This is an optimization exercise on Yosys and OpenROAD, whose aim is small area, not a production implementation. Function was checked by simulation only, so behaviour that the tests miss may differ from the original.

==> flow/design.v (outline; a module is shown in full before it is edited, if it fits) <==
// module fir_coe: 45 lines
// module fir_cal: 5757 lines
// module fir_fa: 4 lines
// module fir_top: 32 lines
module fir_top (
input                clk,
input                rst_n,
input                coe_sel_vld_i,
input       [1:0]    coe_sel_index_i,
input                coe_reload_vld_i,
input       [15:0]   coe_reload_data_i,
input                data_vld_i,
input       [15:0]   data_i,
output               data_vld_o,
output      [36:0]   data_o
);
  // ...
==> flow/flow/run.sh <==
#!/bin/bash
# Layout flow: the standard flow (standard.sh) with two changes:
#  - synthesis maps the logic with an area-oriented ABC script (flow/area.abc)
#    instead of ORFS's ABC script; the synthesis passes, flattening and
#    renaming are the standard flow's own (synth_recipe.tcl);
#  - the resizer may not use the largest buffers (buf_8/12/16, bufbuf_8/16):
#    for the fanout trees it builds, buf_6 and smaller meet the limits too.
# Floorplan, power grid, placement, CTS and routing are the standard steps.
# Each tool's output goes to its own log file in this folder.
set -euo pipefail
W=$PWD
EXTRA_DONT_USE="sky130_fd_sc_hd__buf_8 sky130_fd_sc_hd__buf_12 sky130_fd_sc_hd__buf_16 sky130_fd_sc_hd__bufbuf_8 sky130_fd_sc_hd__bufbuf_16"

# ORFS synthesis with only the ABC call changed
sed 's#^\(\s*\)log_cmd abc {\*}\$abc_args$#\1log_cmd abc {*}$lib_args {*}$lib_dont_use_args -script '"$W"'/flow/area.abc#' \
    "$FLOW_HOME/scripts/synth.tcl" > "$W/flow_synth_core.tcl"
grep -q "flow/area.abc" "$W/flow_synth_core.tcl"
# The standard flow's synthesis script, sourcing the copy above
sed 's#^source \$::env(SCRIPTS_DIR)/synth.tcl$#source '"$W"'/flow_synth_core.tcl#' synth_recipe.tcl > "$W/flow_synth.tcl"
grep -q "flow_synth_core.tcl" "$W/flow_synth.tcl"

# the platform's dont-use list plus the extra cells
DU=$(make --no-print-directory -s -C "$FLOW_HOME" DESIGN_CONFIG="$W/config.mk" WORK_HOME="$W/orfs" print-DONT_USE_CELLS 2> "$W/flow_dontuse.log" | sed -n 's/^DONT_USE_CELLS: //p')
echo "$DU" | grep -q "lpflow_bleeder_1"
echo "DONT_USE_CELLS=$DU $EXTRA_DONT_USE" >> "$W/flow_dontuse.log"

# standard.sh with that synthesis script and dont-use list
sed -e 's#SYNTH_SCRIPT=[^ ]*#SYNTH_SCRIPT='"$W"'/flow_synth.tcl#' \
    -e 's#CLKGATE_MAP_FILE= #CLKGATE_MAP_FILE= "DONT_USE_CELLS='"$DU $EXTRA_DONT_USE"'" #' \
    standard.sh > "$W/flow_standard.sh"
grep -q "SYNTH_SCRIPT=$W/flow_synth.tcl" "$W/flow_standard.sh"
grep -q "DONT_USE_CELLS=.*bufbuf_16" "$W/flow_standard.sh"

bash "$W/flow_standard.sh" synth > "$W/flow_synth.log" 2>&1
bash "$W/flow_standard.sh" ${FLOW_TARGET:-} > "$W/flow_layout.log" 2>&1
test -f out/final.def
==> flow/flow/area.abc <==
strash; dch; map -a; topo
==> flow/standard.sh <==
#!/bin/bash
# synth_recipe.tcl (not shown) runs the flow's synth.tcl, then flattens the netlist and writes it again
# the make line also repeats each setting of config.mk as NAME=value (left out here)
make -C /OpenROAD-flow-scripts/flow DESIGN_CONFIG=/design/flow/config.mk WORK_HOME=/design/flow/orfs CLKGATE_MAP_FILE= SYNTH_SCRIPT=/design/flow/synth_recipe.tcl "${@:-finish}"
==> flow/config.mk <==
export PLATFORM = sky130hd
export DESIGN_NAME = fir_top
export DESIGN_NICKNAME = fir_top
export VERILOG_FILES = /design/flow/design.v
export SDC_FILE = /design/flow/constraint.sdc
export NUM_CORES = 4
export LEC_CHECK = 0
export CAP_MARGIN = 20
export CORE_MARGIN = 2
export CORE_UTILIZATION = 40
export CTS_BUF_LIST = sky130_fd_sc_hd__clkbuf_16
export CTS_CLUSTER_DIAMETER = 80
export CTS_CLUSTER_SIZE = 25
export SETUP_SLACK_MARGIN = 0.2
export SLEW_MARGIN = 20
export SYNTH_HIERARCHICAL = 1
==> flow/constraint.sdc <==
create_clock -name core_clock -period 8.0 [get_ports {clk}]
set_input_delay 1.6000 -clock core_clock [delete_from_list [all_inputs] [get_ports {clk}]]
set_output_delay 1.6000 -clock core_clock [all_outputs]
set_load 0.01 [all_outputs]
==> flow_summary.json, run 1 <==
{
  "dp.cells": 11300,
  "maxCapViolations": 0,
  "netlist_area_sq_um": 92800,
  "endpoint_kind": "output port",
  "clock_buffers": 58,
  "synth_commonest_cells": "fa_1, xor2_1, o22ai_1",
  "dp.final_hpwl_um": 454000,
  "wl_met3_um": 69800,
  "grt_first_pass_wirelength_um": 755000,
  "finalSetupTns_ns": 0,
  "yosys_warnings": 8,
  "cts_setup_buffers": 0,
  "grtUsageMet3": 0.173,
  "antenna_left": 0,
  "htreeDepth": 2,
  "rrSetupSlack_ns": 0.64,
  "yosys.area.top_type_share": 0.380,
  "status": "timing/DRC/antenna clean",
  "hp-start": "fir_cal_inst.dn12[7]$_DFF_PN1_",
  "dpl_cell_area_sq_um": 101000,
  "fin_cells": 11400,
  "hold_depth": 0,
  "synthMuxAreaShare": 0.0135,
  "core_area_sq_um": 230000,
  "met2WireLength_um": 236000,
  "grtUsageMet1": 0.583,
  "crit_buf_inv": 1,
  "post_drt_wl_per_cell_um": 50.2,
  "drtIter0Drc": 11700,
  "die_y_um": 486,
  "die-area_sq_um": 236000,
  "gr-total-overflow": 0,
  "viasPerCell": 6.82,
  "fillCellCount": 21600,
  "routabilityCongestion": 1.10,
  "top_level_ports": 77,
  "rows": 176
}
==> inputs of run 2 (changes only) <==
--- a/flow/flow/run.sh
+++ b/flow/flow/run.sh
@@ -1,3 +1,3 @@
 #!/bin/bash
-# Layout flow: the standard flow (standard.sh) with two changes:
+# Layout flow: the standard flow (standard.sh) with these changes:
 #  - synthesis maps the logic with an area-oriented ABC script (flow/area.abc)
@@ -6,3 +6,6 @@
 #  - the resizer may not use the largest buffers (buf_8/12/16, bufbuf_8/16):
-#    for the fanout trees it builds, buf_6 and smaller meet the limits too.
+#    for the fanout trees it builds, buf_6 and smaller meet the limits too;
+#  - clock tree synthesis clusters up to 25 sinks within 80 um per leaf
+#    buffer, uses clkbuf_16 only and adds no dummy loads;
+#  - the ports are buffered with buf_2 cells.
 # Floorplan, power grid, placement, CTS and routing are the standard steps.
@@ -11,2 +14,3 @@
 W=$PWD
+CTS="-sink_clustering_enable -repair_clock_nets -buf_list sky130_fd_sc_hd__clkbuf_16 -sink_clustering_size 25 -sink_clustering_max_diameter 80 -dont_use_dummy_load"
 EXTRA_DONT_USE="sky130_fd_sc_hd__buf_8 sky130_fd_sc_hd__buf_12 sky130_fd_sc_hd__buf_16 sky130_fd_sc_hd__bufbuf_8 sky130_fd_sc_hd__bufbuf_16"
@@ -28,3 +32,3 @@
 sed -e 's#SYNTH_SCRIPT=[^ ]*#SYNTH_SCRIPT='"$W"'/flow_synth.tcl#' \
-    -e 's#CLKGATE_MAP_FILE= #CLKGATE_MAP_FILE= "DONT_USE_CELLS='"$DU $EXTRA_DONT_USE"'" #' \
+    -e 's#CLKGATE_MAP_FILE= #CLKGATE_MAP_FILE= "DONT_USE_CELLS='"$DU $EXTRA_DONT_USE"'" "CTS_ARGS='"$CTS"'" "BUFFER_PORTS_ARGS=-buffer_cell sky130_fd_sc_hd__buf_2" #' \
     standard.sh > "$W/flow_standard.sh"
@@ -32,2 +36,4 @@
 grep -q "DONT_USE_CELLS=.*bufbuf_16" "$W/flow_standard.sh"
+grep -q "CTS_ARGS=.*dont_use_dummy_load" "$W/flow_standard.sh"
+grep -q "BUFFER_PORTS_ARGS=-buffer_cell" "$W/flow_standard.sh"
 
--- a/flow/config.mk
+++ b/flow/config.mk
@@ -9,6 +9,3 @@
 export CORE_MARGIN = 2
-export CORE_UTILIZATION = 40
-export CTS_BUF_LIST = sky130_fd_sc_hd__clkbuf_16
-export CTS_CLUSTER_DIAMETER = 80
-export CTS_CLUSTER_SIZE = 25
+export CORE_UTILIZATION = 50
 export SETUP_SLACK_MARGIN = 0.2
==> flow_summary.json, run 2 <==
{
  "gr-total-overflow": 0,
  "totalWireLength_um": 500000,
  "num_vias": 77800,
  "worst_clock_skew_ns": 0.0630,
  "clockBufferDepth": 3,
  "top_usage_layer": "met2",
  "r2r_start": "fir_cal_inst.dn10[0]$_DFF_PN1_",
  "grt_max_degree": 80,
  "nets": 10200,
  "yosys-top-cells-area": "fa_1, xor2_1, dfstp_2, o22ai_1, dfxtp_1",
  "routabilityCongestion": 1.16,
  "dp.final_hpwl_um": 402000,
  "dpl_cell_area_sq_um": 99300,
  "start_util": 0.502,
  "top_regs": "fir_coe_inst.cfg_r (176), fir_coe_inst.cur_r (176)",
  "drt_pass1_iterations": 7,
  "cts.sinks": 1024,
  "relSlewSlack": 0.126,
  "grtUsageMet1": 0.607,
  "startpoint": "fir_cal_inst.dn10[0]$_DFF_PN1_",
  "endpoint_kind": "flop",
  "arrival_ns": 8.01,
  "track_usage": 0.530,
  "setup_ws_ns": 0.652,
  "syn_avg_cell_area_sq_um": 12.1,
  "clock_tree.root_cell": "clkbuf_16",
  "hold_class": "reg -> reg",
  "core_area_sq_um": 185000,
  "grtUsageMet3": 0.223,
  "rrSetupSlack_ns": 0.65,
  "reg2reg_depth": 20,
  "port-buffer-count": 76,
  "status": "timing/DRC/antenna clean",
  "synth-xor-area-share": 0.147,
  "synth_edf_count": 0,
  "fmax_mhz": 136,
  "met2_usage": 0.745,
  "grt_pass1_vias": 80200,
  "fp.dieW_um": 435,
  "maxCapViolations": 0,
  "period_needed_ns": 7.35,
  "path_clk_slew_ns": 0.09,
  "ys_ff_latch": 1024,
  "top_level_ports": 77,
  "rsz0062_at_grt": "no",
  "finalSetupTns_ns": 0,
  "yosys.area.top_type_share": 0.380,
  "required_ns": 8.66,
  "final_design_area_no_fill_sq_um": 101000,
  "yosysSeqAreaShare": 0.266,
  "htreeDepth": 2,
  "synthDistinctLibCells": 38,
  "syn_to_final_growth_pct": 8.66,
  "fillCellCount": 16000,
  "clock_latency_ns": 0.75,
  "ys.flop_type": "dfstp_2",
  "crit_path_max_incr_delay_ns": 0.55,
  "drv_slew": 0,
  "antenna_found_initial": 37,
  "pre_cts_slack_ns": 0.717,
  "cts_buffers": 53,
  "r2r-end": "fir_cal_inst.sq10[16]$_DFF_P_",
  "rows": 158,
  "antenna_left": 0,
  "crit_type": "reg -> reg",
  "postSynthCellCount": 7636,
  "netlist_area_sq_um": 92800,
  "worstPathMaxFanout": 2,
  "cp_cell_sequence": "clkinv_1, ha_1, clkinv_1, fa_1, fa_1, fa_1, fa_1, fa_1, fa_1, fa_1, fa_1, fa_1, fa_1, fa_1, fa_1, fa_1, fa_1, fa_1, xnor2_1, xnor2_1",
  "cts_tree": "built",
  "synth_most_common_cell": "fa_1",
  "yosys.area.top_type": "fa_1",
  "cts-resized-gates": 0,
  "synth_top_family_by_area": "adder cells",
  "final_common_cell": "fa_1",
  "hold_buffers": 0,
  "fin_crit_sh": 0.919,
  "final-setup-viol-count": 0,
  "final_cell_mix": "fa_1, xor2_1, o22ai_1",
  "endpoint": "fir_cal_inst.sq10[16]$_DFF_P_",
  "synthMuxAreaShare": 0.0135,
  "synth_commonest_cells": "fa_1, xor2_1, o22ai_1",
  "critPathMostFrequentCell": "fa_1",
  "die_y_um": 435,
  "synthSimpleGateAreaFrac": 0.0313,
  "drtIter0Drc": 12600,
  "die-area_sq_um": 189000,
  "hold_viol": 0,
  "start_kind": "flop",
  "viasPerCell": 7.20,
  "cts_setup_buffers": 0,
  "drc": 0,
  "grt_first_pass_wirelength_um": 679000,
  "yosys_warnings": 8,
  "tightest_slew_ns": 1.31,
  "async_flop_share": 0.685,
  "drive_gt1_frac": 0.164,
  "synth_compound_area_frac": 0.137,
  "synth_fa_ha_area_frac": 0.393,
  "cp_slowest_cell": "fa_1",
  "post_drt_wl_per_cell_um": 46.3
}
run 2: cell counts after synthesis:
No cell type changed its count.
run 2: cell families after synthesis:
family / after synthesis
mux: 111
other cells: 1
simple gates: 752
xor+xnor: 1552
flops: 1024
fa+ha+maj: 1858
compound gates: 2025
buf+inv: 313
run 2: layout make-up:
class                   instances  area (sq um)  share of cell area
clock buffers                  53          1330              0.0132
inverters                     312          1170              0.0116
flip-flops and latches       1024         24700               0.245
repair buffers                610          3300              0.0328
well taps                    2480          3100              0.0308
multi-input cells            6306         67200               0.666
diodes                         22          55.1            0.000546
run 2: worst min-delay path by stage:
stage                                               from                        endpoint  depth (start not counted)
final                     fir_cal_inst.dn12[2]$_DFF_PN1_  fir_cal_inst.dn13[2]$_DFF_PN1_                          0
after global routing      fir_cal_inst.dn13[3]$_DFF_PN1_  fir_cal_inst.dn14[3]$_DFF_PN1_                          0
after CTS                 fir_cal_inst.dn19[0]$_DFF_PN1_  fir_cal_inst.dn20[0]$_DFF_PN1_                          0
after detailed placement     fir_cal_inst.v1_r$_DFF_PN0_     fir_cal_inst.v2_r$_DFF_PN0_                          0
after global placement       fir_cal_inst.v1_r$_DFF_PN0_     fir_cal_inst.v2_r$_DFF_PN0_                          0
after floorplan              fir_cal_inst.v1_r$_DFF_PN0_     fir_cal_inst.v2_r$_DFF_PN0_                          0
run 2: stage by stage:
step	std cells	util	hold slack, ns
CTS	10800	0.545	0.345
floorplan	7643	-	0.331
global placement	10700	0.537	0.345
global route	10800	0.545	0.347
detailed placement	10700	0.537	0.338
finish	10800	0.545	0.350
run 2: metal layers:
metal | part of all wire | vias to the layer above
met2 | 0.41 | 7225
met1 | 0.33 | 39500
met5 | 0.00056 | -
li1 | - | 28300
met4 | 0.13 | 18
met3 | 0.14 | 2813
run 2: critical path, delay by kind of cell, from the launching register on:
family,cells,cell delay (ns)
adder cells (fa/ha/maj),16,6.38
XOR/XNOR,2,0.37
buffers and inverters,2,0.14
flip-flops,1,0.39
run 2: per-module statistics from Yosys, one instance, submodules excluded, excerpt:
module / cell area [sq um] / copies in the design / cells inside / flops+latches
fir_coe: 13300 / 1 / 971 / 363
fir_fa: 20.0 / 1760 / 1 / 0
fir_cal: 44300 / 1 / 4905 / 661
==> inputs of run 3 (changes only) <==
--- a/flow/config.mk
+++ b/flow/config.mk
@@ -9,3 +9,4 @@
 export CORE_MARGIN = 2
-export CORE_UTILIZATION = 50
+export CORE_UTILIZATION = 40
+export GPL_ROUTABILITY_DRIVEN = 0
 export SETUP_SLACK_MARGIN = 0.2
==> flow_summary.json, run 3 <==
{
  "netlist_area_sq_um": 92800,
  "post_drt_wl_per_cell_um": 39.0,
  "rsz0062_at_grt": "no",
  "gr-total-overflow": 0,
  "drc": 0,
  "final_common_cell": "fa_1",
  "die-area_sq_um": 236000,
  "top_regs": "fir_coe_inst.cfg_r (176), fir_coe_inst.cur_r (176)",
  "hold_class": "reg -> reg",
  "dp.cells": 11200,
  "final_cell_mix": "fa_1, xor2_1, o22ai_1",
  "start_kind": "flop",
  "yosys.area.top_type_share": 0.380,
  "fin_cells": 11300,
  "yosys.area.top_type": "fa_1",
  "critPathTopFamily": "adder cells",
  "synth_most_common_cell": "fa_1",
  "finalSetupTns_ns": 0,
  "fmax_mhz": 138,
  "cts_buffers": 55,
  "yosysSeqAreaShare": 0.266,
  "crit_path_max_incr_delay_ns": 1.10,
  "period_needed_ns": 7.27,
  "cp_cell_sequence": "nor2_1, a21oi_1, o22ai_1, xor2_1, fa_1, fa_1, fa_1, fa_1, fa_1, fa_1, fa_1, fa_1",
  "synth_edf_count": 0,
  "grt_max_degree": 83,
  "antenna_left": 0,
  "top_level_ports": 77,
  "relSlewSlack": 0.0527,
  "rrSetupSlack_ns": 0.73,
  "fillCellCount": 21500,
  "port-buffer-count": 76,
  "yosys-top-cells-area": "fa_1, xor2_1, dfstp_2, o22ai_1, dfxtp_1",
  "critPathMostFrequentCell": "fa_1",
  "dp.final_hpwl_um": 345000,
  "htreeDepth": 2,
  "cts_setup_buffers": 0,
  "synth_commonest_cells": "fa_1, xor2_1, o22ai_1",
  "syn_to_final_growth_pct": 8.77,
  "grt_first_pass_wirelength_um": 610000,
  "rows": 176,
  "dpl_cell_area_sq_um": 99200,
  "clock_latency_ns": 0.72,
  "path_clk_slew_ns": 0.10,
  "cts.sinks": 1024,
  "yosys_warnings": 8,
  "async_flop_share": 0.685,
  "num_vias": 77700,
  "hold_buffers": 0,
  "grt_pass1_vias": 80500,
  "synthDistinctLibCells": 38,
  "start_util": 0.403,
  "ys.flop_type": "dfstp_2",
  "drv_slew": 0,
  "postSynthCellCount": 7636,
  "cp_slowest_cell": "dfstp_2",
  "final_design_area_no_fill_sq_um": 101000,
  "worst_clock_skew_ns": 0.0695,
  "clockBufferDepth": 3,
  "tightest_slew_ns": 1.42,
  "fp.dieW_um": 486,
  "track_usage": 0.370,
  "status": "timing/DRC/antenna clean",
  "core_area_sq_um": 230000,
  "clock_tree.root_cell": "clkbuf_16",
  "hold_viol": 0,
  "required_ns": 8.57,
  "drtIter0Drc": 12900,
  "antenna_found_initial": 32,
  "cts_tree": "built",
  "fin_crit_sh": 0.909,
  "drt_pass1_iterations": 15,
  "nets": 10100,
  "die_y_um": 486,
  "crit_type": "reg -> reg",
  "maxCapViolations": 0,
  "viasPerCell": 6.90,
  "totalWireLength_um": 438000,
  "crit_buf_inv": 0,
  "endpoint_kind": "flop",
  "cts-resized-gates": 0,
  "ys_ff_latch": 1024,
  "worstPathMaxFanout": 15,
  "drive_gt1_frac": 0.153,
  "final-setup-viol-count": 0,
  "syn_avg_cell_area_sq_um": 12.1,
  "arrival_ns": 7.84
}
[run 3: cell counts after synthesis]
Identical to the previous run, type by type.
[run 3: routing by layer]
layer | share of wire | routed length [um] | GRT usage
met1 | 0.32 | 142000 | 0.407
met2 | 0.39 | 173000 | 0.509
met3 | 0.17 | 73000 | 0.216
met4 | 0.11 | 48900 | 0.303
met5 | 0.0035 | 1540 | 0.0482
[run 3: path summary, 6_finish.rpt]
path / from / end / depth (start not counted)
worst min-delay path: fir_cal_inst.dn11[11]$_DFF_PN1_ / fir_cal_inst.dn12[11]$_DFF_PN1_ / 0
worst max-delay path: fir_coe_inst.cur_r[69]$_DFFE_PN1P_ / fir_cal_inst.r18_3$_DFF_P_ / 12
worst max register to register: fir_coe_inst.cur_r[69]$_DFFE_PN1P_ / fir_cal_inst.r18_3$_DFF_P_ / 12
min in group asynchronous: rst_n / fir_coe_inst.cur_r[175]$_DFFE_PN0P_ / 1
worst min register to register: fir_cal_inst.dn11[11]$_DFF_PN1_ / fir_cal_inst.dn12[11]$_DFF_PN1_ / 0
max in group asynchronous: rst_n / fir_coe_inst.cfg_r[53]$_DFFE_PN0P_ / 2
[run 3: logic make-up (layout without fill, tap and decap cells)]
family	after synthesis	in the layout	synth area share
buffers and inverters	313	871	0.0127
XOR/XNOR	1552	1552	0.147
AND/OR/NAND/NOR	752	752	0.0313
multiplexers	111	111	0.0135
flip-flops	1024	1024	0.266
AO/OA/AOI/OAI	2025	2025	0.137
other	1	37	0.0000404
adder cells (fa/ha/maj)	1858	1858	0.393
[run 3: cell type report]
cell class	count	area [sq um]	share of cell area
Timing Repair Buffer	504	2690	0.0267
Clock buffer	55	1380	0.0136
Sequential cell	1024	24700	0.245
Multi-Input combinational cell	6306	67100	0.665
Inverter	312	1170	0.0116
Tap cell	3026	3790	0.0375
Antenna cell	29	72.6	0.000719
[run 3: Yosys stat by module (local to each module, per instance), excerpt]
module,cells,copies in the design
fir_fa,1,1760
fir_coe,971,1
fir_cal,4905,1
[run 3: stage by stage]
step                      utilization  hold WS, ns  setup WS, ns
final                           0.438        0.325         0.728
after global routing            0.438        0.321         0.590
after CTS                       0.437        0.324         0.792
after detailed placement        0.431        0.338         0.805
after global placement          0.431        0.344         0.807
after floorplan                     -        0.331         0.589
[run 3: worst register-to-register path: stages, from the launching register on]
cell and delay (ns):
dfstp_2 1.10, nor2_1 0.22, a21oi_1 0.95, o22ai_1 0.21
xor2_1 0.23, fa_1 0.49, fa_1 0.61, fa_1 0.49
fa_1 0.48, fa_1 0.53, fa_1 0.81, fa_1 0.54
fa_1 0.48

## what the ideal ports hide
The results above use ideal ports. As a check the final layouts listed here were re-extracted and re-timed, cells and wires unchanged.
Step 1, drivers: a clkbuf_16 drives clk and a buf_2 each remaining input, both assumed.
Step 2, shift: input delay + t, output delay - t, t = (earliest + latest rising clock arrival at the registers) / 2. This alone moves slack from input paths to output paths.
Slacks: ideal ports / drivers / drivers and shift; pairs: ideal ports / drivers.
| run | shift t [ns] | slack for setup (ns) | hold WS [ns] | worst register clock-pin slew, ns | cell pins on the clock port's net |
|---|---|---|---|---|---|
| run 1 | 0.871 | 0.466 / 0.361 / 0.639 | 0.326 / 0.326 / 0.326 | 0.10 / 0.10 | 1 |
| run 2 | 0.811 | 0.652 / 0.652 / 0.652 | 0.350 / 0.350 / 0.350 | 0.10 / 0.10 | 1 |
| run 3 | 0.803 | 0.728 / 0.728 / 0.728 | 0.325 / 0.325 / 0.325 | 0.10 / 0.10 | 1 |
After both steps setup and hold are still met in every run listed.
